Context: an optimization exercise on an open-source flow, tuned for a short achievable clock period and few clock cycles. The choices shown serve that exercise and are no tape-out recipe.
No functional check of the RTL was part of any run shown here.
Power is estimated from default activity; no workload was simulated.

==> flow/design.v <==
`timescale 1ns / 1ps
module RV32_CPU_top(
    input CLK100,
    input rst,
    output [9:0] LED,
    input [3:0] PB,
    output [15:2] imem_addr,
    input [31:0] imem_rdata,
    output [15:2] dmem_addr,
    input [31:0] dmem_rdata,
    output dmem_we,
    output [3:0] dmem_be,
    output [31:0] dmem_wdata
);
    wire clk = CLK100;
    function automatic [32:0] ks_add(input [31:0] a, input [31:0] b, input cin);
        reg [31:0] g, p, gg, pp, g2, p2;
        integer i, d;
        begin
            g = a & b;
            p = a ^ b;
            gg = g;
            pp = p;
            gg[0] = g[0] | (p[0] & cin);
            for (d = 1; d < 32; d = d * 2) begin
                g2 = gg;
                p2 = pp;
                for (i = d; i < 32; i = i + 1) begin
                    g2[i] = gg[i] | (pp[i] & gg[i-d]);
                    p2[i] = pp[i] & pp[i-d];
                end
                gg = g2;
                pp = p2;
            end
            ks_add = {gg[31], p ^ {gg[30:0], cin}};
        end
    endfunction
    wire reset = rst;
    localparam OP_LUI    = 7'b0110111;
    localparam OP_AUIPC  = 7'b0010111;
    localparam OP_JAL    = 7'b1101111;
    localparam OP_JALR   = 7'b1100111;
    localparam OP_BRANCH = 7'b1100011;
    localparam OP_LOAD   = 7'b0000011;
    localparam OP_STORE  = 7'b0100011;
    localparam OP_IMM    = 7'b0010011;
    localparam OP_OP     = 7'b0110011;
    reg [31:0] pc_f;         
    reg [31:0] pc_arr;       
    reg        fv;           
    reg        hold;
    reg [31:0] ir_hold, pc_hold;
    reg        e_valid;
    reg [31:0] e_pc, e_rs1, e_rs2, e_imm;
    reg [4:0]  e_rd;
    reg        e_wen, e_load, e_store, e_branch, e_jalr, e_ft;
    reg [2:0]  e_f3;
    reg        e_op1_pc, e_op1_zero, e_op2_imm, e_op2_four;
    reg        e_sub, e_sel_add, e_sel_slt, e_sel_sltu, e_sel_xor, e_sel_or,
               e_sel_and, e_sel_sll, e_sel_srl, e_sra;
    reg [31:0] m_result;
    reg [4:0]  m_rd;
    reg        m_wen, m_load;
    reg [2:0]  m_f3;
    reg [15:2] m_daddr;
    reg        m_we, m_io_we;
    reg [3:0]  m_be;
    reg [31:0] m_wdata;
    reg [31:0] w_result;
    reg [4:0]  w_rd;
    reg        w_wen, w_load, w_io;
    reg [2:0]  w_f3;
    reg [1:0]  w_alo;
    reg [3:0]  io_rdata;
    reg [9:0]  led_r;
    assign imem_addr  = pc_f[15:2];
    assign dmem_addr  = m_daddr;
    assign dmem_we    = m_we;
    assign dmem_be    = m_be;
    assign dmem_wdata = m_wdata;
    assign LED        = led_r;
    logic [31:0] w_raw, w_data;
    always_comb begin
        w_raw = w_io ? {28'b0, io_rdata} : dmem_rdata;
        if (w_load) begin
            case (w_f3)
                3'b000: case (w_alo)
                    2'b00: w_data = {{24{w_raw[7]}},  w_raw[7:0]};
                    2'b01: w_data = {{24{w_raw[15]}}, w_raw[15:8]};
                    2'b10: w_data = {{24{w_raw[23]}}, w_raw[23:16]};
                    default: w_data = {{24{w_raw[31]}}, w_raw[31:24]};
                endcase
                3'b001: w_data = w_alo[1] ? {{16{w_raw[31]}}, w_raw[31:16]}
                                          : {{16{w_raw[15]}}, w_raw[15:0]};
                3'b100: case (w_alo)
                    2'b00: w_data = {24'b0, w_raw[7:0]};
                    2'b01: w_data = {24'b0, w_raw[15:8]};
                    2'b10: w_data = {24'b0, w_raw[23:16]};
                    default: w_data = {24'b0, w_raw[31:24]};
                endcase
                3'b101: w_data = w_alo[1] ? {16'b0, w_raw[31:16]} : {16'b0, w_raw[15:0]};
                3'b010: w_data = w_raw;
                default: w_data = 32'b0;
            endcase
        end else begin
            w_data = w_result;
        end
    end
    wire [31:0] alu_a = e_op1_pc ? e_pc : (e_op1_zero ? 32'b0 : e_rs1);
    wire [31:0] alu_b = e_op2_four ? 32'd4 : (e_op2_imm ? e_imm : e_rs2);
    wire [31:0] ex_result;
    ALU alu (
        .a(alu_a), .b(alu_b),
        .sub(e_sub), .sel_add(e_sel_add), .sel_slt(e_sel_slt), .sel_sltu(e_sel_sltu),
        .sel_xor(e_sel_xor), .sel_or(e_sel_or), .sel_and(e_sel_and),
        .sel_sll(e_sel_sll), .sel_srl(e_sel_srl), .sra(e_sra),
        .y(ex_result)
    );
    logic br_cond;
    wire br_eq  = (e_rs1 == e_rs2);
    wire br_lt  = ($signed(e_rs1) < $signed(e_rs2));
    wire br_ltu = (e_rs1 < e_rs2);
    always_comb begin
        case (e_f3)
            3'b000: br_cond = br_eq;
            3'b001: br_cond = !br_eq;
            3'b100: br_cond = br_lt;
            3'b101: br_cond = !br_lt;
            3'b110: br_cond = br_ltu;
            3'b111: br_cond = !br_ltu;
            default: br_cond = 1'b0;
        endcase
    end
    wire ex_br_t  = e_valid && e_branch && br_cond;     
    wire ex_br_nt = e_valid && e_branch && !br_cond;    
    wire ex_jalr  = e_valid && e_jalr;
    wire [32:0] jalr_sum = ks_add(e_rs1, e_imm, 1'b0);
    wire [31:0] jalr_target = {jalr_sum[31:1], 1'b0};
    wire ex_kill  = ex_br_t || ex_jalr;                  
    logic [3:0] st_be;
    logic [31:0] st_data;
    always_comb begin
        case (e_f3[1:0])
            2'b00: begin
                st_be = 4'b0001 << ex_result[1:0];
                st_data = {4{e_rs2[7:0]}};
            end
            2'b01: begin
                st_be = ex_result[1] ? 4'b1100 : 4'b0011;
                st_data = {2{e_rs2[15:0]}};
            end
            2'b10: begin
                st_be = 4'b1111;
                st_data = e_rs2;
            end
            default: begin
                st_be = 4'b0000;
                st_data = e_rs2;
            end
        endcase
    end
    wire [31:0] d_inst  = hold ? ir_hold : imem_rdata;
    wire [31:0] d_pc    = hold ? pc_hold : pc_arr;
    wire        d_valid = hold || (fv && !ex_kill);
    wire [6:0] d_op  = d_inst[6:0];
    wire [4:0] d_rd  = d_inst[11:7];
    wire [2:0] d_f3  = d_inst[14:12];
    wire [4:0] d_rs1 = d_inst[19:15];
    wire [4:0] d_rs2 = d_inst[24:20];
    wire d_lui    = (d_op == OP_LUI);
    wire d_auipc  = (d_op == OP_AUIPC);
    wire d_jal    = (d_op == OP_JAL);
    wire d_jalr   = (d_op == OP_JALR);
    wire d_branch = (d_op == OP_BRANCH);
    wire d_load   = (d_op == OP_LOAD);
    wire d_store  = (d_op == OP_STORE);
    wire d_opimm  = (d_op == OP_IMM);
    wire d_opreg  = (d_op == OP_OP);
    wire d_use1 = d_jalr || d_branch || d_load || d_store || d_opimm || d_opreg;
    wire d_use2 = d_branch || d_store || d_opreg;
    wire d_wen  = (d_lui || d_auipc || d_jal || d_jalr || d_load || d_opimm || d_opreg) && (d_rd != 5'd0);
    wire [31:0] imm_i = {{20{d_inst[31]}}, d_inst[31:20]};
    wire [31:0] imm_s = {{20{d_inst[31]}}, d_inst[31:25], d_inst[11:7]};
    wire [31:0] imm_b = {{20{d_inst[31]}}, d_inst[7], d_inst[30:25], d_inst[11:8], 1'b0};
    wire [31:0] imm_u = {d_inst[31:12], 12'b0};
    wire [31:0] imm_j = {{12{d_inst[31]}}, d_inst[19:12], d_inst[20], d_inst[30:21], 1'b0};
    logic [31:0] d_imm;
    always_comb begin
        if (d_store) d_imm = imm_s;
        else if (d_lui || d_auipc) d_imm = imm_u;
        else d_imm = imm_i;
    end
    wire e_ld = e_valid && e_load;
    wire m_ld = m_wen && m_load;
    wire haz1 = d_use1 && (d_rs1 != 5'd0) &&
                ((e_ld && e_rd == d_rs1) || (m_ld && m_rd == d_rs1));
    wire haz2 = d_use2 && (d_rs2 != 5'd0) &&
                ((e_ld && e_rd == d_rs2) || (m_ld && m_rd == d_rs2));
    wire stall_d = d_valid && (haz1 || haz2);
    wire [32:0] tgt_jal_s = ks_add(d_pc, imm_j, 1'b0);
    wire [32:0] tgt_br_s  = ks_add(d_pc, imm_b, 1'b0);
    wire [31:0] tgt_jal = tgt_jal_s[31:0];
    wire [31:0] tgt_br  = tgt_br_s[31:0];
    wire id_redirect = d_valid && !stall_d && (d_jal || d_branch);
    wire [31:0] id_target = d_jal ? tgt_jal : tgt_br;
    wire [31:0] rf1, rf2;
    regs regs (
        .clk(clk), .reset(reset),
        .rs1_a(imem_rdata[19:15]), .rs2_a(imem_rdata[24:20]),
        .rs1_h(ir_hold[19:15]), .rs2_h(ir_hold[24:20]), .sel_h(hold),
        .rs1_data(rf1), .rs2_data(rf2),
        .wb_enable(w_wen), .wb_reg(w_rd), .wb_data(w_data)
    );
    wire e_fw = e_valid && e_wen;
    logic [31:0] d_v1, d_v2;
    always_comb begin
        if (d_rs1 == 5'd0) d_v1 = 32'b0;
        else if (e_fw && e_rd == d_rs1) d_v1 = ex_result;
        else if (m_wen && m_rd == d_rs1) d_v1 = m_result;
        else if (w_wen && w_rd == d_rs1) d_v1 = w_data;
        else d_v1 = rf1;
        if (d_rs2 == 5'd0) d_v2 = 32'b0;
        else if (e_fw && e_rd == d_rs2) d_v2 = ex_result;
        else if (m_wen && m_rd == d_rs2) d_v2 = m_result;
        else if (w_wen && w_rd == d_rs2) d_v2 = w_data;
        else d_v2 = rf2;
    end
    wire d_arith = d_opimm || d_opreg;
    wire d_is_sub = d_opreg && d_inst[30] && (d_f3 == 3'b000);
    logic [31:0] pc_next;
    always_comb begin
        if (ex_jalr) pc_next = jalr_target;
        else if (ex_br_t) pc_next = pc_f + 32'd4;
        else if (ex_br_nt && !e_ft) pc_next = e_pc + 32'd4;
        else if (id_redirect) pc_next = id_target;
        else if (stall_d || ex_br_nt) pc_next = d_pc + 32'd4;
        else pc_next = pc_f + 32'd4;
    end
    wire fv_next = !(ex_jalr || ex_br_nt || (id_redirect && d_jal));
    always_ff @(posedge clk) begin
        if (reset) begin
            pc_f <= 32'b0;
            fv <= 1'b0;
            hold <= 1'b0;
        end else begin
            pc_f <= pc_next;
            fv <= fv_next;
            hold <= stall_d;
        end
        pc_arr <= pc_f;
        if (!hold) begin
            ir_hold <= imem_rdata;
            pc_hold <= pc_arr;
        end
    end
    always_ff @(posedge clk) begin
        if (reset) begin
            e_valid <= 1'b0;
        end else begin
            e_valid <= d_valid && !stall_d;
        end
        e_pc <= d_pc;
        e_rs1 <= d_v1;
        e_rs2 <= d_v2;
        e_imm <= d_imm;
        e_rd <= d_rd;
        e_wen <= d_wen;
        e_load <= d_load;
        e_store <= d_store;
        e_branch <= d_branch;
        e_jalr <= d_jalr;
        e_ft <= !ex_br_nt;
        e_f3 <= d_f3;
        e_op1_pc <= d_auipc || d_jal || d_jalr;
        e_op1_zero <= d_lui;
        e_op2_four <= d_jal || d_jalr;
        e_op2_imm <= !d_opreg;
        e_sub <= d_opreg && (d_inst[30] ? (d_f3 == 3'b000) : 1'b0) ||
                 d_arith && (d_f3 == 3'b010 || d_f3 == 3'b011);
        e_sel_add <= !d_arith || d_f3 == 3'b000;
        e_sel_slt <= d_arith && d_f3 == 3'b010;
        e_sel_sltu <= d_arith && d_f3 == 3'b011;
        e_sel_xor <= d_arith && d_f3 == 3'b100;
        e_sel_or <= d_arith && d_f3 == 3'b110;
        e_sel_and <= d_arith && d_f3 == 3'b111;
        e_sel_sll <= d_arith && d_f3 == 3'b001;
        e_sel_srl <= d_arith && d_f3 == 3'b101;
        e_sra <= d_inst[30];
    end
    wire ex_mem_op = e_valid && (e_load || e_store);
    always_ff @(posedge clk) begin
        if (reset) begin
            m_wen <= 1'b0;
            m_we <= 1'b0;
            m_io_we <= 1'b0;
        end else begin
            m_wen <= e_valid && e_wen;
            m_we <= e_valid && e_store && !ex_result[31];
            m_io_we <= e_valid && e_store && ex_result[31];
        end
        m_result <= ex_result;
        m_rd <= e_rd;
        m_load <= e_load;
        m_f3 <= e_f3;
        m_daddr <= ex_result[15:2];
        m_be <= st_be;
        m_wdata <= st_data;
    end
    always_ff @(posedge clk) begin
        if (reset) begin
            led_r <= 10'b0;
        end else if (m_io_we && m_result[3:2] == 2'b01) begin
            if (m_be[0]) led_r[7:0] <= m_wdata[7:0];
            if (m_be[1]) led_r[9:8] <= m_wdata[9:8];
        end
        io_rdata <= (m_result[3:2] == 2'b00) ? PB : 4'b0;
    end
    always_ff @(posedge clk) begin
        if (reset) begin
            w_wen <= 1'b0;
        end else begin
            w_wen <= m_wen;
        end
        w_result <= m_result;
        w_rd <= m_rd;
        w_load <= m_load;
        w_io <= m_result[31];
        w_f3 <= m_f3;
        w_alo <= m_result[1:0];
    end
endmodule
module ALU(
    input  logic [31:0] a,
    input  logic [31:0] b,
    input  logic        sub,       
    input  logic        sel_add,   
    input  logic        sel_slt,
    input  logic        sel_sltu,
    input  logic        sel_xor,
    input  logic        sel_or,
    input  logic        sel_and,
    input  logic        sel_sll,
    input  logic        sel_srl,   
    input  logic        sra,
    output logic [31:0] y
);
    logic [32:0] sum;
    always_comb begin
        logic [31:0] g, p, gg, pp, g2, p2, bb;
        bb = sub ? ~b : b;
        g = a & bb;
        p = a ^ bb;
        gg = g;
        pp = p;
        gg[0] = g[0] | (p[0] & sub);
        for (int d = 1; d < 32; d = d * 2) begin
            g2 = gg;
            p2 = pp;
            for (int i = d; i < 32; i = i + 1) begin
                g2[i] = gg[i] | (pp[i] & gg[i-d]);
                p2[i] = pp[i] & pp[i-d];
            end
            gg = g2;
            pp = p2;
        end
        sum = {gg[31], p ^ {gg[30:0], sub}};
    end
    logic lt_s, lt_u;
    assign lt_u = !sum[32];
    assign lt_s = (a[31] ^ b[31]) ? a[31] : sum[31];
    logic [31:0] shl, shr;
    assign shl = a << b[4:0];
    assign shr = $signed({sra & a[31], a}) >>> b[4:0];
    always_comb begin
        y = ({32{sel_add}}  & sum[31:0])
          | ({32{sel_slt}}  & {31'b0, lt_s})
          | ({32{sel_sltu}} & {31'b0, lt_u})
          | ({32{sel_xor}}  & (a ^ b))
          | ({32{sel_or}}   & (a | b))
          | ({32{sel_and}}  & (a & b))
          | ({32{sel_sll}}  & shl)
          | ({32{sel_srl}}  & shr);
    end
endmodule
module regs(
    input clk,
    input reset,
    input [4:0] rs1_a,
    input [4:0] rs2_a,
    input [4:0] rs1_h,
    input [4:0] rs2_h,
    input sel_h,
    input wb_enable,
    input [4:0] wb_reg,
    input [31:0] wb_data,
    output [31:0] rs1_data,
    output [31:0] rs2_data
);
    logic [31:0] registers [31:1];
    always_ff @(posedge clk) begin
        if (reset) begin
            for (int i = 1; i < 32; i = i + 1)
                registers[i] <= 32'b0;
        end else if (wb_enable && wb_reg != 5'd0) begin
            registers[wb_reg] <= wb_data;
        end
    end
    wire [31:0] r1a = (rs1_a == 5'd0) ? 32'b0 : registers[rs1_a];
    wire [31:0] r2a = (rs2_a == 5'd0) ? 32'b0 : registers[rs2_a];
    wire [31:0] r1h = (rs1_h == 5'd0) ? 32'b0 : registers[rs1_h];
    wire [31:0] r2h = (rs2_h == 5'd0) ? 32'b0 : registers[rs2_h];
    assign rs1_data = sel_h ? r1h : r1a;
    assign rs2_data = sel_h ? r2h : r2a;
endmodule
==> flow/run.sh <==
#!/bin/bash
# synth_recipe.tcl (not shown) runs the flow's synth.tcl, then flattens the netlist and writes it again
# the make line also repeats each setting of config.mk as NAME=value (left out here)
make -C /OpenROAD-flow-scripts/flow DESIGN_CONFIG=/design/flow/config.mk WORK_HOME=/design/flow/orfs CLKGATE_MAP_FILE= SYNTH_SCRIPT=/design/flow/synth_recipe.tcl finish
==> flow/config.mk <==
export PLATFORM = sky130hd
export DESIGN_NAME = RV32_CPU_top
export DESIGN_NICKNAME = RV32_CPU_top
export VERILOG_FILES = /design/flow/design.v
export SDC_FILE = /design/flow/constraint.sdc
export NUM_CORES = 4
export LEC_CHECK = 0
export ABC_CLOCK_PERIOD_IN_PS = 4000
export CAP_MARGIN = 20
export CORE_MARGIN = 2
export CORE_UTILIZATION = 40
export SLEW_MARGIN = 20
==> flow/constraint.sdc <==
create_clock -name core_clock -period 15.0 [get_ports {CLK100}]
set_input_delay 3.0000 -clock core_clock [delete_from_list [all_inputs] [get_ports {CLK100}]]
set_output_delay 3.0000 -clock core_clock [all_outputs]
set_load 0.01 [all_outputs]
==> results of run 1 <==
-- where the power goes --
group / internal [W] / switching [W] / leakage [nW]
Clock: 0.00229 / 0.00175 / 2.59
Combinational: 0.00116 / 0.00199 / 23.1
Sequential: 0.00443 / 0.000392 / 13.7
-- sequential cells by signal, summed over array words and instances (netlist names), 32 cells and up, named ones only --
name            cells
e_rs2              32
e_rs1              32
pc_arr             32
m_wdata            32
regs.registers   1024
e_pc               32
e_imm              32
-- per-stage QoR --
step	instances	cell area [um^2]	setup WS (ns)	util, %	hold WS [ns]
after detailed placement	10755	102000	6.54	42.3	0.344
after CTS	11038	107000	7.42	44.5	0.355
final	11048	107000	7.37	44.5	0.351
after global placement	10753	102000	6.48	42.3	0.336
after floorplan	7953	97300	9.05	-	0.310
after global routing	11040	107000	6.96	44.5	0.353
-- cell type report --
class,count,share of cell area [%]
multi-input combinational,5521,51.5
clock inverter,83,0.833
timing repair buffer,385,3.14
antenna,9,0.0210
tap,3185,3.71
sequential,1405,35.8
clock buffer,200,4.08
inverter,260,0.911
-- worst max-delay path: stages --
cell and delay, ns:
sky130_fd_sc_hd__buf_8 0.55, sky130_fd_sc_hd__buf_4 0.87, sky130_fd_sc_hd__buf_4 0.75, sky130_fd_sc_hd__buf_4 0.81
sky130_fd_sc_hd__mux4_2 0.61, sky130_fd_sc_hd__mux4_2 0.52, sky130_fd_sc_hd__mux2i_1 0.15, sky130_fd_sc_hd__o221ai_1 0.12
sky130_fd_sc_hd__o21ai_0 0.17, sky130_fd_sc_hd__nand2_1 0.10, sky130_fd_sc_hd__o21ai_0 0.17, sky130_fd_sc_hd__nand2_1 0.10
sky130_fd_sc_hd__o211a_1 0.14
-- worst paths after layout --
kind / startpoint / slack (ns) / cells after the start / endpoint
worst min-delay path: m_f3[0] / 0.35 / 0 / w_f3[0]
worst min register to register: m_f3[0] / 0.35 / 0 / w_f3[0]
worst max-delay path: imem_rdata[15] / 7.37 / 13 / e_rs1[28]
worst max register to register: e_op2_imm / 7.50 / 18 / e_rs2[23]
-- routing by layer --
layer / GRT usage, % / vias up / wire length, um
li1: - / 30422 / -
met1: 41.2 / 39501 / 143000
met2: 50.0 / 7240 / 185000
met3: 14.2 / 1786 / 69100
met4: 22.4 / 18 / 35000
met5: 0 / - / 148
-- layout by cell type (no fill, tap or decap), types with 29 or more instances in the layout --
master	instances
sky130_fd_sc_hd__a211oi_1	113
sky130_fd_sc_hd__a21o_1	56
sky130_fd_sc_hd__a21oi_1	291
sky130_fd_sc_hd__a22oi_1	47
sky130_fd_sc_hd__a31oi_1	29
sky130_fd_sc_hd__and3_1	46
sky130_fd_sc_hd__buf_4	232
sky130_fd_sc_hd__clkbuf_16	162
sky130_fd_sc_hd__clkdlybuf4s50_1	133
sky130_fd_sc_hd__clkinv_2	32
sky130_fd_sc_hd__conb_1	32
sky130_fd_sc_hd__dfxtp_1	369
sky130_fd_sc_hd__edfxtp_1	1024
sky130_fd_sc_hd__ha_1	204
sky130_fd_sc_hd__inv_1	251
sky130_fd_sc_hd__mux2_2	63
sky130_fd_sc_hd__mux2i_1	391
sky130_fd_sc_hd__mux4_2	1262
sky130_fd_sc_hd__nand2_1	329
sky130_fd_sc_hd__nand2_2	63
sky130_fd_sc_hd__nand3_1	86
sky130_fd_sc_hd__nand4_1	37
sky130_fd_sc_hd__nor2_1	1326
sky130_fd_sc_hd__nor3_1	47
sky130_fd_sc_hd__o211ai_1	94
sky130_fd_sc_hd__o21ai_0	236
sky130_fd_sc_hd__o221ai_1	50
sky130_fd_sc_hd__xnor2_1	156
sky130_fd_sc_hd__xor2_1	65
-- logic make-up after synthesis --
family | count (synthesis) | synth area share [%]
simple gates | 2122 | 9.20
xor+xnor | 221 | 1.99
compound gates | 1219 | 8.29
buf+inv | 1027 | 4.26
fa+ha+maj | 208 | 2.71
mux | 1719 | 34.0
flops | 1405 | 39.5
other cells | 1 | 0.00386
==> results.txt, run 1 <==
The sequential cell area fraction in the yosys report was 39.5%; the count of flip-flops with a built-in enable after synthesis was 1024. The post-cts hold buffer count was 0; the proportion of synthesized flip-flops having asynchronous set or reset was 0%. Setup repair after global routing left no endpoint under its margin. The via count normalized by instance count is 7.15.

The tools report the type of element capturing the critical path as a flop. Entering global routing, the biggest net connects 132 pins. The die extent in x is 497 um, and the synthesized flop and latch total is 1405. The power density over the cells was 112 nW/um^2.

The count of input and output buffers was 144. At the pin with the least slew margin, the transition time is 1.34 ns. The total iterations of the first detailed-routing run came out at 8. The count of nets left with antenna violations once routing finished came out at 0. The final hold violation count is 0. The logs give 40.3% for the initial core utilization and 24 for the number of antenna violations at the first check in global routing.

In the finished design, the share of the clock period the worst path needs comes to 50.9%. In this run the deepest clock path goes through 3 buffers. Area inside the core boundary: 241000 um^2. The logs give 15.73 ns for the critical path required time and 39.4 nW for the reported leakage power. The area of the mapped netlist came out at 97200 um^2. The number of gates resized after CTS was 0. The tool flagged a number of max-cap violations equal to 0.

At the later pin of the worst-skew pair, clock insertion delay measures 0.84 ns. Clock tree synthesis inserted a total of 154 buffers. The routed design has 432000 um of wire. After global routing the overflow that remains totals 0.

For the post-route clock skew, the log shows 0.0534 ns. The number of placed I/O pins is 145, and the synthesized area divided by synthesized cell count is 12.3 um^2. For the summed negative setup slack over all endpoints, the log shows 0 ns. Worst min-delay path class: reg2reg. The most frequent cell after synthesis was sky130_fd_sc_hd__nor2_1. The run gives 0 as the number of remaining DRC errors. The post-route netlist has 25.6% of its cells at a drive strength greater than 1.

From synthesis to final layout, the design area changed by 10.4%. Ranked by total cell area, the synthesized netlist is headed by sky130_fd_sc_hd__edfxtp_1 (32%), sky130_fd_sc_hd__mux4_2 (29%), sky130_fd_sc_hd__dfxtp_1 (7.8%), sky130_fd_sc_hd__nor2_1 (5.1%), sky130_fd_sc_hd__mux2i_1 (4.0%). The tools report the nature of the critical path startpoint as an input port. The most used flip-flop cell after synthesis is sky130_fd_sc_hd__edfxtp_1. The run gives 0 as the number of slew-limit violations in the final report. After filler insertion, the fill cell instance count of the layout stands at 21799. The tools report the global-route usage over all layers as 34.1%. After legalization and detailed placement, the total HPWL measured 268000 um. The maximum fanout encountered on the critical timing path works out to 59. The run finished with no timing, DRC or antenna violations. The first global-routing pass estimated 596000 um of wire.

The flip-flop and latch area is 38400 um^2. The largest total area in the synthesized netlist belongs to sky130_fd_sc_hd__edfxtp_1. The die height is 497 um. The run gives 75653 as the via count of the first global-routing pass.

The worst path in the final design needs a cycle of 7.63 ns, including I/O delays and setup. The Yosys warning count was 3. In the synthesized netlist, the cells that appear most often are sky130_fd_sc_hd__nor2_1 (1332), sky130_fd_sc_hd__mux4_2 (1262), sky130_fd_sc_hd__edfxtp_1 (1024). The multi-input logic area was 55300 um^2. The die covers 247000 um^2. The kind of critical path was in2reg. Static timing analysis puts the maximum clock frequency at 0.131 GHz. The total number of vias is 78967.

The area share of the leading cell type in the synthesized netlist is 31.6%. Across the VDD grid, the largest voltage drop is 0.120 mV. The final routed wire length divided by cell count is 39.1 um. Initial detailed-routing violation count: 13949. The number of clock sinks is 1405. Synthesis produced 7922 cells. TritonCTS built the clock tree.

In this run the tightest slew margin relative to its limit is 9.59%. The initialized floorplan defines 180 standard-cell rows. The placer congestion estimate was 0.998; the maximum level of the CTS H-tree was 4. Summing internal, switching and leakage power gives 0.0120 W. The tools report the cell at the root of the clock tree as sky130_fd_sc_hd__clkbuf_16. The netlist uses 94 different library cells. The endpoint arrival time on the critical path was 8.36 ns; the number of nets in the final layout was 8005.

Setup violations remaining at the end of the flow were counted as 0. The number of setup buffers added after CTS is 0. The clock edge transition at the registers on the reported setup and hold paths came out at 0.06 ns.
==> run 2: changes to the inputs <==
==> flow/flow/run.sh (new file) <==
#!/bin/bash
# Own layout flow: the standard synthesis and standard ORFS layout
# (standard.sh), with ORFS's timing repair asked to leave more setup slack
# than the design's 15 ns clock needs. With the 15 ns clock every path has
# slack, so repair_timing would otherwise leave the critical paths as they
# are. The constraints (SDC) are the design's, unchanged.
set -euo pipefail
MARGIN=$(cat flow/setup_margin.txt 2>/dev/null || echo 10)
bash standard.sh synth > flow_synth.log 2>&1
bash standard.sh SETUP_SLACK_MARGIN=$MARGIN finish > flow_layout.log 2>&1
==> flow/flow/setup_margin.txt (new file) <==
10
==> flow/standard.sh (new file) <==
#!/bin/bash
# synth_recipe.tcl (not shown) runs the flow's synth.tcl, then flattens the netlist and writes it again
# the make line also repeats each setting of config.mk as NAME=value (left out here)
make -C /OpenROAD-flow-scripts/flow DESIGN_CONFIG=/design/flow/config.mk WORK_HOME=/design/flow/orfs CLKGATE_MAP_FILE= SYNTH_SCRIPT=/design/flow/synth_recipe.tcl "${@:-finish}"
removed: flow/run.sh
==> results.txt, run 2 <==
The run finished with no timing, DRC or antenna violations. The number of nets in the final layout was 8280 (was 8005). The logs give 1405 (unchanged) for the number of clock sinks and 15.75 ns (was 15.73 ns) for the critical path required time. The logs give 40.3% (unchanged) for the initial core utilization and 94 (unchanged) for the number of distinct standard cells referenced by the synthesized netlist. For the flip-flop and latch area, the log shows 38400 um^2 (about the same).

Commonest non-fill, non-tap cells in the layout: sky130_fd_sc_hd__nor2_1 (1313), sky130_fd_sc_hd__mux4_2 (1262), sky130_fd_sc_hd__edfxtp_1 (1024), sky130_fd_sc_hd__mux2i_1 (365), sky130_fd_sc_hd__dfxtp_1 (349) (was sky130_fd_sc_hd__nor2_1 (1326), sky130_fd_sc_hd__mux4_2 (1262), sky130_fd_sc_hd__edfxtp_1 (1024), sky130_fd_sc_hd__mux2i_1 (391), sky130_fd_sc_hd__dfxtp_1 (369)). The number of placed instances with taps included was 10763 (was 10755); the worst supply voltage drop on vdd was 0.131 mV (was 0.120 mV). The most used flip-flop cell after synthesis is sky130_fd_sc_hd__edfxtp_1 (unchanged). The final routed wirelength across all metal layers was 456000 um (was 432000 um); the multi-input logic area was 57700 um^2 (was 55300 um^2). The number of buffers on the longest clock path came out at 3 (unchanged).

The share of post-route cells with drive strength above 1 is 31.3% (was 25.6%), and the maximum achievable frequency is 0.193 GHz (was 0.131 GHz). The final HPWL from detailed placement was 274000 um (was 268000 um). The count of non-filler cells in the finished layout was 11333 (was 11048); the placer congestion estimate was 1.01 (was 0.998).

The clock latency of the later-clocked register in the worst-skew pair came out at 0.88 ns (was 0.84 ns). The tools report the initial detailed-routing violation count as 14179 (was 13949). Setup repair after global routing could not meet its margin everywhere. Synthesized area divided by synthesized cell count: 12.3 um^2 (unchanged). The peak per-stage delay on the critical path works out to 0.37 ns (was 0.87 ns). The total iterations of the first detailed-routing run was 7 (was 8); the via count normalized by instance count was 7.22 (was 7.15).

The maximum fanout encountered on the critical timing path was 3 (was 59). Number of flip-flops in the largest register: 1024 (unchanged). The worst min-delay path class was reg2reg (unchanged).

The synthesis-to-finish area growth works out to 17.4% (was 10.4%). Full die area: 247000 um^2 (unchanged). The proportion of synthesized flip-flops having asynchronous set or reset was 0% (unchanged).

The tools report the area of the mapped netlist as 97200 um^2 (unchanged). The count of antenna-violating nets left after detailed routing was 0 (unchanged); the die extent in x was 497 um (unchanged). The run gives 157 (was 154) as the number of buffers created by CTS. The total global routing overflow came out at 0 (unchanged). Buffering stage count on the worst path with inverters included: 3 (was 4). The run gives 7922 (unchanged) as the gate count after technology mapping.

The run gives 21153 (was 21799) as the final-layout fill cell count. The clock edge transition at the registers on the reported setup and hold paths works out to 0.06 ns (about the same). The number of remaining DRC errors was 0 (unchanged); the standard-cell row count was 180 (unchanged). Leading post-synthesis cells by instance count: sky130_fd_sc_hd__nor2_1 (1332), sky130_fd_sc_hd__mux4_2 (1262), sky130_fd_sc_hd__edfxtp_1 (1024) (unchanged).

The synthesized flop and latch total was 1405 (unchanged); the first-pass GRT wire length was 618000 um (was 596000 um). CP Cell Sequence: buf_6 -> mux2i_4 -> inv_2 -> ha_4 -> a211o_1 -> a211o_1 -> a22oi_2 -> buf_4 -> a21boi_4 -> o41ai_4 -> xor2_1 -> o211ai_1 -> o211ai_1 -> a31oi_1 (was buf_8 -> buf_4 -> buf_4 -> buf_4 -> mux4_2 -> mux4_2 -> mux2i_1 -> o221ai_1 -> o21ai_0 -> nand2_1 -> o21ai_0 -> nand2_1 -> o211a_1). The run gives 0 (unchanged) as the number of slew-limit violations in the final report.

Commonest non-fill, non-tap cell in the layout: sky130_fd_sc_hd__nor2_1 (unchanged). Number of antenna violations at the first check in global routing: 22 (was 24). Worst setup margin: 9.81 ns (was 7.37 ns). The power density over the cells was 110 nW/um^2 (was 112 nW/um^2). The share of the cycle needed by the critical path after routing was 34.6% (was 50.9%).

The tools report the maximum level of the CTS H-tree as 4 (unchanged). For the pre-CTS setup slack, the log shows 7.38 ns (was 6.54 ns). The global-route usage over all layers was 35.5% (was 34.1%). The tools report the type of element capturing the critical path as a flop (unchanged). Count of flip-flops with a built-in enable after synthesis: 1024 (unchanged). The count of input and output buffers was 144 (unchanged); the final hold violation count was 0 (unchanged). For the reported leakage power, the log shows 42.3 nW (was 39.4 nW). The top register by number of flip-flops was regs.registers (unchanged). The area share of the leading cell type in the synthesized netlist was 31.6% (unchanged); the die height was 497 um (unchanged). TritonCTS built the clock tree.

The post-cts hold buffer count was 0 (unchanged); the endpoint arrival time on the critical path was 5.94 ns (was 8.36 ns). For the via count of the first global-routing pass, the log shows 78002 (was 75653). The tools report the cell at the root of the clock tree as sky130_fd_sc_hd__clkbuf_16 (unchanged).

The nature of the critical path startpoint is an input port (unchanged). Max-capacitance violation count: 0 (unchanged). The actual transition at the worst max-transition pin works out to 1.29 ns (was 1.34 ns).

The final routed wire length divided by cell count works out to 40.2 um (was 39.1 um). The most frequent cell after synthesis is sky130_fd_sc_hd__nor2_1 (unchanged). The logs give 0 ns (unchanged) for the summed negative setup slack over all endpoints and 123 (was 132) for the pin count of the biggest net entering global routing. Category of cells accounting for the largest share of critical-path delay: compound AO/OA/AOI/OAI gates (was buffers and inverters).

The top cell type by total area after synthesis is sky130_fd_sc_hd__edfxtp_1 (unchanged). The number of placed I/O pins was 145 (unchanged); the area inside the core boundary was 241000 um^2 (unchanged). The sequential cell area fraction in the yosys report is 39.5% (unchanged). The worst slew slack as a fraction of its limit is 14.0% (was 9.59%). Leading cell types by total area after synthesis: sky130_fd_sc_hd__edfxtp_1 (32%), sky130_fd_sc_hd__mux4_2 (29%), sky130_fd_sc_hd__dfxtp_1 (7.8%), sky130_fd_sc_hd__nor2_1 (5.1%), sky130_fd_sc_hd__mux2i_1 (4.0%) (unchanged). The kind of critical path was in2reg (unchanged). The tools report the post-route clock skew as 0.0605 ns (was 0.0534 ns). The shortest period the worst path allows is 5.19 ns (was 7.63 ns), and the Yosys warning count is 3 (unchanged). The slowest library cell on the worst path is sky130_fd_sc_hd__o211ai_1 (was sky130_fd_sc_hd__buf_4). The logs give 0 (unchanged) for the count of endpoints failing setup in the final report and 81822 (was 78967) for the total number of vias.
-- run 2: cell counts after synthesis --
Identical to the previous run, type by type.
-- run 2: power by group --
group	switching, W	leakage [nW]	total (W)	internal, W
Combinational	0.00216	26.0	0.00363	0.00147
Clock	0.00178	2.53	0.00402	0.00224
Sequential	0.000426	13.7	0.00486	0.00443
Total	0.00437	42.3	0.0125	0.00815
-- run 2: worst paths after layout --
check | from | end | slack [ns] | depth (start not counted)
max | imem_rdata[9] | pc_f[16] | 9.81 | 14
min | m_f3[1] | w_f3[1] | 0.34 | 0
max reg2reg | e_op1_pc | e_rs1[2] | 9.99 | 11
min reg2reg | m_f3[1] | w_f3[1] | 0.34 | 0
-- run 2: kinds of logic after synthesis --
family / synth area share, %
compound gates: 8.29
xor+xnor: 1.99
fa+ha+maj: 2.71
buf+inv: 4.26
flops: 39.5
mux: 34.0
other cells: 0.00386
simple gates: 9.20
-- run 2: area by class of cell --
type                    instances  area share [%]
well taps                    3185            3.49
inverters                     260           0.886
diodes                         13          0.0285
multi-input cells            5533            50.6
clock buffers                 209            3.79
flip-flops and latches       1405            33.7
clock inverters                83           0.812
repair buffers                645            6.73
-- run 2: repair_timing --
item / 4_1_cts / 5_1_grt
endpoints found under the hold margin: 0 / 0
endpoints found under the setup margin: 1206 / 291
cloned: 41 / 17
pin swaps: 97 / 82
buffers inserted: 115 / 92
gates resized for setup: 523 / 175
-- run 2: through the flow --
step,utilization [%],hold WS [ns],total power [W],instance area [um^2]
after floorplan,-,0.310,0.00664,99200
after global placement,42.6,0.320,0.00787,103000
after detailed placement,42.6,0.317,0.00790,103000
after CTS,46.6,0.340,0.0122,112000
after global routing,47.3,0.342,0.0127,114000
final,47.3,0.335,0.0125,114000
-- run 2: metal layers --
| layer | vias up | share of wire [%] | track usage, % |
|---|---|---|---|
| met4 | 36 | 9.0 | 25.5 |
| met1 | 40630 | 32 | 42.1 |
| met5 | - | 0.11 | 0.174 |
| li1 | 31050 | - | - |
| met2 | 7988 | 42 | 50.5 |
| met3 | 2118 | 17 | 16.7 |
==> run 3: changes to the inputs <==
--- a/flow/design.v
+++ b/flow/design.v
@@ -15,24 +15,2 @@
     wire clk = CLK100;
-    function automatic [32:0] ks_add(input [31:0] a, input [31:0] b, input cin);
-        reg [31:0] g, p, gg, pp, g2, p2;
-        integer i, d;
-        begin
-            g = a & b;
-            p = a ^ b;
-            gg = g;
-            pp = p;
-            gg[0] = g[0] | (p[0] & cin);
-            for (d = 1; d < 32; d = d * 2) begin
-                g2 = gg;
-                p2 = pp;
-                for (i = d; i < 32; i = i + 1) begin
-                    g2[i] = gg[i] | (pp[i] & gg[i-d]);
-                    p2[i] = pp[i] & pp[i-d];
-                end
-                gg = g2;
-                pp = p2;
-            end
-            ks_add = {gg[31], p ^ {gg[30:0], cin}};
-        end
-    endfunction
     wire reset = rst;
@@ -47,5 +25,9 @@
     localparam OP_OP     = 7'b0110011;
-    reg [31:0] pc_f;         
-    reg [31:0] pc_arr;       
-    reg        fv;           
+    reg [15:2]  pc_lo;        
+    reg [31:16] pc_hi;        
+    reg         hi_pend;      
+    reg [31:16] hi_a, hi_b;
+    reg         hi_c;
+    reg [31:0]  pc_arr;       
+    reg         fv;           
     reg        hold;
@@ -53,3 +35,6 @@
     reg        e_valid;
-    reg [31:0] e_pc, e_rs1, e_rs2, e_imm;
+    reg [31:0] e_pc, e_imm;
+    reg [127:0] e_c1, e_c2;     
+    reg [1:0]  e_g1, e_g2;
+    reg        e_f1m, e_f1w, e_f1x, e_f2m, e_f2w, e_f2x;   
     reg [4:0]  e_rd;
@@ -74,4 +59,5 @@
     reg [3:0]  io_rdata;
+    reg [31:0] w2_data;
     reg [9:0]  led_r;
-    assign imem_addr  = pc_f[15:2];
+    assign imem_addr  = pc_lo;
     assign dmem_addr  = m_daddr;
@@ -108,2 +94,6 @@
     end
+    wire [31:0] rf1 = e_c1[32*e_g1 +: 32];
+    wire [31:0] rf2 = e_c2[32*e_g2 +: 32];
+    wire [31:0] e_rs1 = e_f1m ? m_result : e_f1w ? w_result : e_f1x ? w2_data : rf1;
+    wire [31:0] e_rs2 = e_f2m ? m_result : e_f2w ? w_result : e_f2x ? w2_data : rf2;
     wire [31:0] alu_a = e_op1_pc ? e_pc : (e_op1_zero ? 32'b0 : e_rs1);
@@ -136,3 +126,3 @@
     wire ex_jalr  = e_valid && e_jalr;
-    wire [32:0] jalr_sum = ks_add(e_rs1, e_imm, 1'b0);
+    wire [31:0] jalr_sum = e_rs1 + e_imm;
     wire [31:0] jalr_target = {jalr_sum[31:1], 1'b0};
@@ -163,3 +153,4 @@
     wire [31:0] d_pc    = hold ? pc_hold : pc_arr;
-    wire        d_valid = hold || (fv && !ex_kill);
+    wire        d_valid_u = hold || fv;
+    wire        d_valid   = hold || (fv && !ex_kill);
     wire [6:0] d_op  = d_inst[6:0];
@@ -198,15 +189,15 @@
                 ((e_ld && e_rd == d_rs2) || (m_ld && m_rd == d_rs2));
+    wire stall_u = d_valid_u && (haz1 || haz2);
     wire stall_d = d_valid && (haz1 || haz2);
-    wire [32:0] tgt_jal_s = ks_add(d_pc, imm_j, 1'b0);
-    wire [32:0] tgt_br_s  = ks_add(d_pc, imm_b, 1'b0);
-    wire [31:0] tgt_jal = tgt_jal_s[31:0];
-    wire [31:0] tgt_br  = tgt_br_s[31:0];
-    wire id_redirect = d_valid && !stall_d && (d_jal || d_branch);
-    wire [31:0] id_target = d_jal ? tgt_jal : tgt_br;
-    wire [31:0] rf1, rf2;
+    wire [14:0] tlo_j = {1'b0, d_pc[15:2]} + {1'b0, imm_j[15:2]};
+    wire [14:0] tlo_b = {1'b0, d_pc[15:2]} + {1'b0, imm_b[15:2]};
+    wire [14:0] tlo   = d_inst[3] ? tlo_j : tlo_b;      
+    wire [31:16] thi_b = d_inst[3] ? imm_j[31:16] : imm_b[31:16];
+    wire id_redirect_u = d_valid_u && !stall_u && (d_jal || d_branch);
+    wire id_redirect   = d_valid && !stall_d && (d_jal || d_branch);
+    wire [127:0] d_c1, d_c2;
     regs regs (
         .clk(clk), .reset(reset),
-        .rs1_a(imem_rdata[19:15]), .rs2_a(imem_rdata[24:20]),
-        .rs1_h(ir_hold[19:15]), .rs2_h(ir_hold[24:20]), .sel_h(hold),
-        .rs1_data(rf1), .rs2_data(rf2),
+        .rs1_lo(d_rs1[2:0]), .rs2_lo(d_rs2[2:0]),
+        .rs1_cand(d_c1), .rs2_cand(d_c2),
         .wb_enable(w_wen), .wb_reg(w_rd), .wb_data(w_data)
@@ -214,25 +205,25 @@
     wire e_fw = e_valid && e_wen;
-    logic [31:0] d_v1, d_v2;
-    always_comb begin
-        if (d_rs1 == 5'd0) d_v1 = 32'b0;
-        else if (e_fw && e_rd == d_rs1) d_v1 = ex_result;
-        else if (m_wen && m_rd == d_rs1) d_v1 = m_result;
-        else if (w_wen && w_rd == d_rs1) d_v1 = w_data;
-        else d_v1 = rf1;
-        if (d_rs2 == 5'd0) d_v2 = 32'b0;
-        else if (e_fw && e_rd == d_rs2) d_v2 = ex_result;
-        else if (m_wen && m_rd == d_rs2) d_v2 = m_result;
-        else if (w_wen && w_rd == d_rs2) d_v2 = w_data;
-        else d_v2 = rf2;
-    end
+    wire d_f1m = (d_rs1 != 5'd0) && e_fw && e_rd == d_rs1;
+    wire d_f1w = (d_rs1 != 5'd0) && m_wen && m_rd == d_rs1;
+    wire d_f1x = (d_rs1 != 5'd0) && w_wen && w_rd == d_rs1;
+    wire d_f2m = (d_rs2 != 5'd0) && e_fw && e_rd == d_rs2;
+    wire d_f2w = (d_rs2 != 5'd0) && m_wen && m_rd == d_rs2;
+    wire d_f2x = (d_rs2 != 5'd0) && w_wen && w_rd == d_rs2;
     wire d_arith = d_opimm || d_opreg;
-    wire d_is_sub = d_opreg && d_inst[30] && (d_f3 == 3'b000);
+    wire [31:16] pc_hi_cur = hi_pend ? (hi_a + hi_b + {15'b0, hi_c}) : pc_hi;
+    wire [31:0]  pc_cur = {pc_hi_cur, pc_lo, 2'b00};
+    wire [31:0]  pc_cur4 = pc_cur + 32'd4;
     logic [31:0] pc_next;
+    logic        take_id;
     always_comb begin
+        take_id = 1'b0;
         if (ex_jalr) pc_next = jalr_target;
-        else if (ex_br_t) pc_next = pc_f + 32'd4;
+        else if (ex_br_t) pc_next = pc_cur4;
         else if (ex_br_nt && !e_ft) pc_next = e_pc + 32'd4;
-        else if (id_redirect) pc_next = id_target;
-        else if (stall_d || ex_br_nt) pc_next = d_pc + 32'd4;
-        else pc_next = pc_f + 32'd4;
+        else if (id_redirect_u) begin
+            pc_next = pc_cur4;
+            take_id = 1'b1;
+        end
+        else if (stall_u || ex_br_nt) pc_next = d_pc + 32'd4;
+        else pc_next = pc_cur4;
     end
@@ -241,3 +232,5 @@
         if (reset) begin
-            pc_f <= 32'b0;
+            pc_lo <= 14'b0;
+            pc_hi <= 16'b0;
+            hi_pend <= 1'b0;
             fv <= 1'b0;
@@ -245,3 +238,10 @@
         end else begin
-            pc_f <= pc_next;
+            if (take_id) begin
+                pc_lo <= tlo[13:0];
+                hi_pend <= 1'b1;
+            end else begin
+                pc_lo <= pc_next[15:2];
+                pc_hi <= pc_next[31:16];
+                hi_pend <= 1'b0;
+            end
             fv <= fv_next;
@@ -249,3 +249,6 @@
         end
-        pc_arr <= pc_f;
+        hi_a <= d_pc[31:16];
+        hi_b <= thi_b;
+        hi_c <= tlo[14];
+        pc_arr <= pc_cur;
         if (!hold) begin
@@ -262,5 +265,13 @@
         e_pc <= d_pc;
-        e_rs1 <= d_v1;
-        e_rs2 <= d_v2;
         e_imm <= d_imm;
+        e_c1 <= d_c1;
+        e_c2 <= d_c2;
+        e_g1 <= d_rs1[4:3];
+        e_g2 <= d_rs2[4:3];
+        e_f1m <= d_f1m;
+        e_f1w <= d_f1w;
+        e_f1x <= d_f1x;
+        e_f2m <= d_f2m;
+        e_f2w <= d_f2w;
+        e_f2x <= d_f2x;
         e_rd <= d_rd;
@@ -289,3 +300,2 @@
     end
-    wire ex_mem_op = e_valid && (e_load || e_store);
     always_ff @(posedge clk) begin
@@ -329,2 +339,3 @@
         w_alo <= m_result[1:0];
+        w2_data <= w_data;
     end
@@ -387,7 +398,4 @@
     input reset,
-    input [4:0] rs1_a,
-    input [4:0] rs2_a,
-    input [4:0] rs1_h,
-    input [4:0] rs2_h,
-    input sel_h,
+    input [2:0] rs1_lo,
+    input [2:0] rs2_lo,
     input wb_enable,
@@ -395,4 +403,4 @@
     input [31:0] wb_data,
-    output [31:0] rs1_data,
-    output [31:0] rs2_data
+    output [127:0] rs1_cand,
+    output [127:0] rs2_cand
 );
@@ -407,8 +415,14 @@
     end
-    wire [31:0] r1a = (rs1_a == 5'd0) ? 32'b0 : registers[rs1_a];
-    wire [31:0] r2a = (rs2_a == 5'd0) ? 32'b0 : registers[rs2_a];
-    wire [31:0] r1h = (rs1_h == 5'd0) ? 32'b0 : registers[rs1_h];
-    wire [31:0] r2h = (rs2_h == 5'd0) ? 32'b0 : registers[rs2_h];
-    assign rs1_data = sel_h ? r1h : r1a;
-    assign rs2_data = sel_h ? r2h : r2a;
+    wire [31:0] rd [0:31];
+    assign rd[0] = 32'b0;
+    genvar i, g;
+    generate
+        for (i = 1; i < 32; i = i + 1) begin : rd_g
+            assign rd[i] = registers[i];
+        end
+        for (g = 0; g < 4; g = g + 1) begin : cand_g
+            assign rs1_cand[32*g +: 32] = rd[{g[1:0], rs1_lo}];
+            assign rs2_cand[32*g +: 32] = rd[{g[1:0], rs2_lo}];
+        end
+    endgenerate
 endmodule
==> results.txt, run 3 <==
The run finished with no timing, DRC or antenna violations. The initial core utilization was 40.1% (was 40.3%); the post-route cell area was 95800 um^2 (was 114000 um^2). The slowest library cell on the worst path is sky130_fd_sc_hd__mux4_2 (was sky130_fd_sc_hd__o211ai_1).

Type of element capturing the critical path: a flop (unchanged). The endpoint arrival time on the critical path came out at 5.98 ns (was 5.94 ns). The peak per-stage delay on the critical path is 0.56 ns (was 0.37 ns), and the count of antenna-violating nets left after detailed routing is 0 (unchanged). The synthesis-to-finish area growth is 19.9% (was 17.4%), and the fraction of power consumed by the clock network is 36.5% (was 32.1%). The count of input and output buffers was 144 (unchanged); the clock latency of the later-clocked register in the worst-skew pair was 0.87 ns (was 0.88 ns). The tools report the number of placed instances with taps included as 10349 (was 10763). For the full die area, the log shows 203000 um^2 (was 247000 um^2).

Among the stages of the critical path, the cell type that occurs most often is sky130_fd_sc_hd__buf_4. The sequential cell area fraction in the yosys report was 52.6% (was 39.5%). The kind of critical path is reg2reg (was in2reg). The tools report the overall power consumption as 0.0125 W (about the same).

The tools report the area inside the core boundary as 199000 um^2 (was 241000 um^2). Leading cell types by total area after synthesis: sky130_fd_sc_hd__edfxtp_1 (37%), sky130_fd_sc_hd__dfxtp_1 (15%), sky130_fd_sc_hd__a22oi_1 (7.9%), sky130_fd_sc_hd__nor2_1 (6.0%), sky130_fd_sc_hd__nand2_1 (3.0%) (was sky130_fd_sc_hd__edfxtp_1 (32%), sky130_fd_sc_hd__mux4_2 (29%), sky130_fd_sc_hd__dfxtp_1 (7.8%), sky130_fd_sc_hd__nor2_1 (5.1%), sky130_fd_sc_hd__mux2i_1 (4.0%)). The critical path required time was 15.71 ns (was 15.75 ns); the proportion of synthesized flip-flops having asynchronous set or reset was 0% (unchanged). The tools report the final routed wirelength across all metal layers as 371000 um (was 456000 um). The net switching power of the design was 0.00409 W (was 0.00437 W); the post-route clock skew was 0.104 ns (was 0.0605 ns).

TritonCTS built the clock tree. Final-layout fill cell count: 17953 (was 21153). The portion of total power attributed to combinational logic is 20.4% (was 29.0%), and the Yosys warning count is 3 (unchanged). In the final layout, the registers with the most flip-flops are regs.registers (992), e_c1 (128), e_c2 (128). The top cell type by total area after synthesis is sky130_fd_sc_hd__edfxtp_1 (unchanged). The number of buffers on the longest clock path came out at 3 (unchanged). The die extent in x was 451 um (was 497 um); the max-capacitance violation count was 0 (unchanged).

Via count normalized by instance count: 6.56 (was 7.22). The total number of vias is 71990 (was 81822). The count of flip-flops with a built-in enable after synthesis works out to 992 (was 1024). CP Cell Sequence: buf_12 -> mux4_2 -> nand2_2 -> a21oi_4 -> a21oi_2 -> o21ai_1 -> buf_4 -> o211ai_1 -> buf_4 -> xnor2_2 -> ha_4 -> nand2_4 -> nor2_4 -> nand3_4 -> buf_4 -> o22ai_2 -> a2111oi_4 -> buf_4 -> o31ai_4 -> a31oi_4 -> o31ai_4 -> xor2_1 -> a311o_2 -> a221oi_2 (was buf_6 -> mux2i_4 -> inv_2 -> ha_4 -> a211o_1 -> a211o_1 -> a22oi_2 -> buf_4 -> a21boi_4 -> o41ai_4 -> xor2_1 -> o211ai_1 -> o211ai_1 -> a31oi_1).

The number of flip-flops in the largest register came out at 992 (was 1024). The multi-input logic area is 36600 um^2 (was 57700 um^2), and the flip-flop and latch area is 42100 um^2 (was 38400 um^2). The number of remaining DRC errors is 0 (unchanged), and the maximum fanout encountered on the critical timing path is 7 (was 3). The number of slew-limit violations in the final report was 0 (unchanged). The tools report the via count of the first global-routing pass as 66932 (was 78002). The synthesized area divided by synthesized cell count was 9.99 um^2 (was 12.3 um^2); the maximum level of the CTS H-tree was 4 (unchanged). The total global routing overflow was 0 (unchanged); the post-cts hold buffer count was 0 (unchanged). The first-pass GRT wire length came out at 510000 um (was 618000 um).

Worst slew slack as a fraction of its limit: 17.8% (was 14.0%). The fraction of power spent switching nets was 32.8% (was 34.9%); the total iterations of the first detailed-routing run was 9 (was 7). Final routed wire length divided by cell count: 33.8 um (was 40.2 um). Most used flip-flop cell after synthesis: sky130_fd_sc_hd__edfxtp_1 (unchanged). The start point of the worst hold path was m_f3[2] (was m_f3[1]).

Global-route usage over all layers: 34.9% (was 35.5%). The gate count after technology mapping was 8002 (was 7922). Placer congestion estimate: 1.01 (about the same). The initial detailed-routing violation count is 13059 (was 14179). The pin count of the biggest net entering global routing is 117 (was 123).

The count of endpoints failing setup in the final report was 0 (unchanged). Number of clock sinks: 1605 (was 1405). The nature of the critical path startpoint was a flop (was an input port). The die height works out to 451 um (was 497 um).

The logs give 79900 um^2 (was 97200 um^2) for the area of the mapped netlist and 9.74 ns (was 9.99 ns) for the slack of the worst reg-to-reg path. The power density over the cells is 130 nW/um^2 (was 110 nW/um^2). The standard-cell row count came out at 164 (was 180). Worst hold path depth: 0 (unchanged).

The synthesized flop and latch total came out at 1605 (was 1405). The most frequent cell after synthesis is sky130_fd_sc_hd__nor2_1 (unchanged). For the reported leakage power, the log shows 36.2 nW (was 42.3 nW). The area share of the leading cell type in the synthesized netlist is 37.3% (was 31.6%). The share of post-route cells with drive strength above 1 was 15.7% (was 31.3%). The tools report the cell at the root of the clock tree as sky130_fd_sc_hd__clkbuf_16 (unchanged). The clock edge transition at the registers on the reported setup and hold paths was 0.07 ns (was 0.06 ns); the final hold violation count was 0 (unchanged). The maximum achievable frequency is 0.190 GHz (was 0.193 GHz), and the actual transition at the worst max-transition pin is 1.23 ns (was 1.29 ns). For the summed negative setup slack over all endpoints, the log shows 0 ns (unchanged).

The worst min-delay path class was reg2reg (unchanged). Leading post-synthesis cells by instance count: sky130_fd_sc_hd__nor2_1 (1275), sky130_fd_sc_hd__edfxtp_1 (992), sky130_fd_sc_hd__a22oi_1 (836) (was sky130_fd_sc_hd__nor2_1 (1332), sky130_fd_sc_hd__mux4_2 (1262), sky130_fd_sc_hd__edfxtp_1 (1024)). The tools report the count of non-filler cells in the finished layout as 10981 (was 11333). The top register by number of flip-flops was regs.registers (unchanged). For the number of nets in the final layout, the log shows 8426 (was 8280).

Commonest non-fill, non-tap cell in the layout: sky130_fd_sc_hd__nor2_1 (unchanged). The shortest period the worst path allows is 5.26 ns (was 5.19 ns). The tools report the number of buffers created by CTS as 172 (was 157). The tools report the worst reg2reg path startpoint as ir_hold[23] (was e_op1_pc). For the number of antenna violations at the first check in global routing, the log shows 30 (was 22). Setup repair after global routing could not meet its margin everywhere. The number of cells on the worst reg-to-reg path works out to 24 (was 11).

Number of placed I/O pins: 145 (unchanged). The number of distinct standard cells referenced by the synthesized netlist came out at 98 (was 94). Commonest non-fill, non-tap cells in the layout: sky130_fd_sc_hd__nor2_1 (1255), sky130_fd_sc_hd__edfxtp_1 (992), sky130_fd_sc_hd__a22oi_1 (834), sky130_fd_sc_hd__nand2_1 (613), sky130_fd_sc_hd__dfxtp_1 (597) (was sky130_fd_sc_hd__nor2_1 (1313), sky130_fd_sc_hd__mux4_2 (1262), sky130_fd_sc_hd__edfxtp_1 (1024), sky130_fd_sc_hd__mux2i_1 (365), sky130_fd_sc_hd__dfxtp_1 (349)). The worst supply voltage drop on vdd was 0.137 mV (was 0.131 mV). Final HPWL from detailed placement: 227000 um (was 274000 um). The tools report the cell area after placement as 84500 um^2 (was 103000 um^2). The share of the cycle needed by the critical path after routing was 35.1% (was 34.6%). The worst setup path startpoint is ir_hold[23] (was imem_rdata[9]). The share of total power in sequential cells was 43.1% (was 38.8%). The internal power component was 0.00839 W (was 0.00815 W).
run 3: cell count changes after synthesis, sizes merged, moves of 56 or more:
cell | before | now
nor2 | 1332 | 1276
dfxtp | 381 | 613
mux2i | 394 | 200
nand2 | 393 | 632
nand4 | 37 | 204
mux4 | 1262 | 48
a211oi | 116 | 44
a22oi | 51 | 836
nand2b | 23 | 97
a21oi | 316 | 411
nand3 | 91 | 197
o21ai | 245 | 319
buf | 244 | 137
run 3: kinds of logic (layout without fill, tap and decap cells):
group                      after synthesis  count (layout)  share of synthesized area, %
buffers and inverters                  910            1216                          4.57
and+or+nand+nor                       2660            2664                          14.6
adders and majority gates              193             193                          3.06
xor gates and xnor gates               205             205                          2.25
other                                    0              13                             0
muxes                                  307             307                          4.72
AOI/OAI and AO/OA                     2122            2122                          18.2
DFF                                   1605            1605                          52.6
run 3: final cells by class:
cell class	count	area share, %
well taps	2656	3.47
inverters	235	0.951
flip-flops and latches	1605	43.9
diodes	13	0.0339
clock inverters	85	1.23
multi-input cells	5491	38.2
clock buffers	238	5.03
repair buffers	656	7.16
repair inverters	2	0.0157
run 3: power groups by stage:
stage / clock (W) / combinational [W] / sequential [W]
after floorplan: 0 / 0.00123 / 0.00519
after global placement: 0 / 0.00215 / 0.00543
after detailed placement: 0 / 0.00217 / 0.00543
after CTS: 0.00454 / 0.00235 / 0.00534
after global routing: 0.00473 / 0.00261 / 0.00538
final: 0.00455 / 0.00255 / 0.00538
run 3: stage by stage:
stage | hold slack [ns] | utilization (%) | worst slack (ns)
after floorplan | 0.310 | - | 9.27
after global placement | 0.330 | 42.4 | 7.07
after detailed placement | 0.325 | 42.4 | 7.03
after CTS | 0.345 | 47.4 | 9.88
after global routing | 0.365 | 48.1 | 9.66
final | 0.343 | 48.1 | 9.74
run 3: worst max-delay path, delay by kind of cell (launching register included):
kind | cells | cell delay, ns
XOR/XNOR | 2 | 0.21
buffers and inverters | 5 | 0.85
adder cells (fa/ha/maj) | 1 | 0.33
AO/OA/AOI/OAI | 11 | 2.30
flip-flops | 1 | 0.45
AND/OR/NAND/NOR | 4 | 0.39
multiplexers | 1 | 0.56
run 3: final timing paths:
check	end
max	m_be[0]
min	w_f3[2]
max reg2reg	m_be[0]
min reg2reg	w_f3[2]
run 3: layer usage:
metal,up-vias,track usage (%),routed length [um]
met1,34904,44.0,132000
met5,-,0,146
met3,1238,10.4,51100
met2,6020,52.0,158000
li1,29808,-,-
met4,20,22.3,30300
run 3: repair_timing:
action / CTS / global route
gates cloned: 25 / 8
gates resized for setup: 443 / 177
pin swaps: 114 / 65
setup buffers: 193 / 69
setup endpoints to repair: 1219 / 1016

## static timing again, ports no longer ideal
No port has a modelled driver above. Below, the same layouts with a new extraction and two added sets of constraints. Step 1: set_driving_cell puts a clkbuf_16 on CLK100 and a buf_2 on each other input, an assumption about the parent block. Step 2, shift: input delay + t, output delay - t, t = (earliest + latest rising clock arrival at the registers) / 2. This alone moves slack from input paths to output paths. Slacks: no drivers / after step 1 / after step 2; pairs: no drivers / after step 1.
| run | t, ns | slack for setup (ns) | worst setup path after step 2 | worst data-port slew with drivers (ns) |
|---|---|---|---|---|
| run 1 | 0.903 | 7.372 / 7.369 / 6.466 | input to register | 0.11 |
| run 2 | 0.949 | 9.807 / 9.479 / 8.530 | input to register | 0.53 |
| run 3 | 0.907 | 9.736 / 9.736 / 8.901 | input to register | 0.06 |
After both steps setup and hold are still met in every run listed. The setup slack of run 2, which loses most, moves by -0.328 ns with the drivers and by -1.277 ns with both steps.
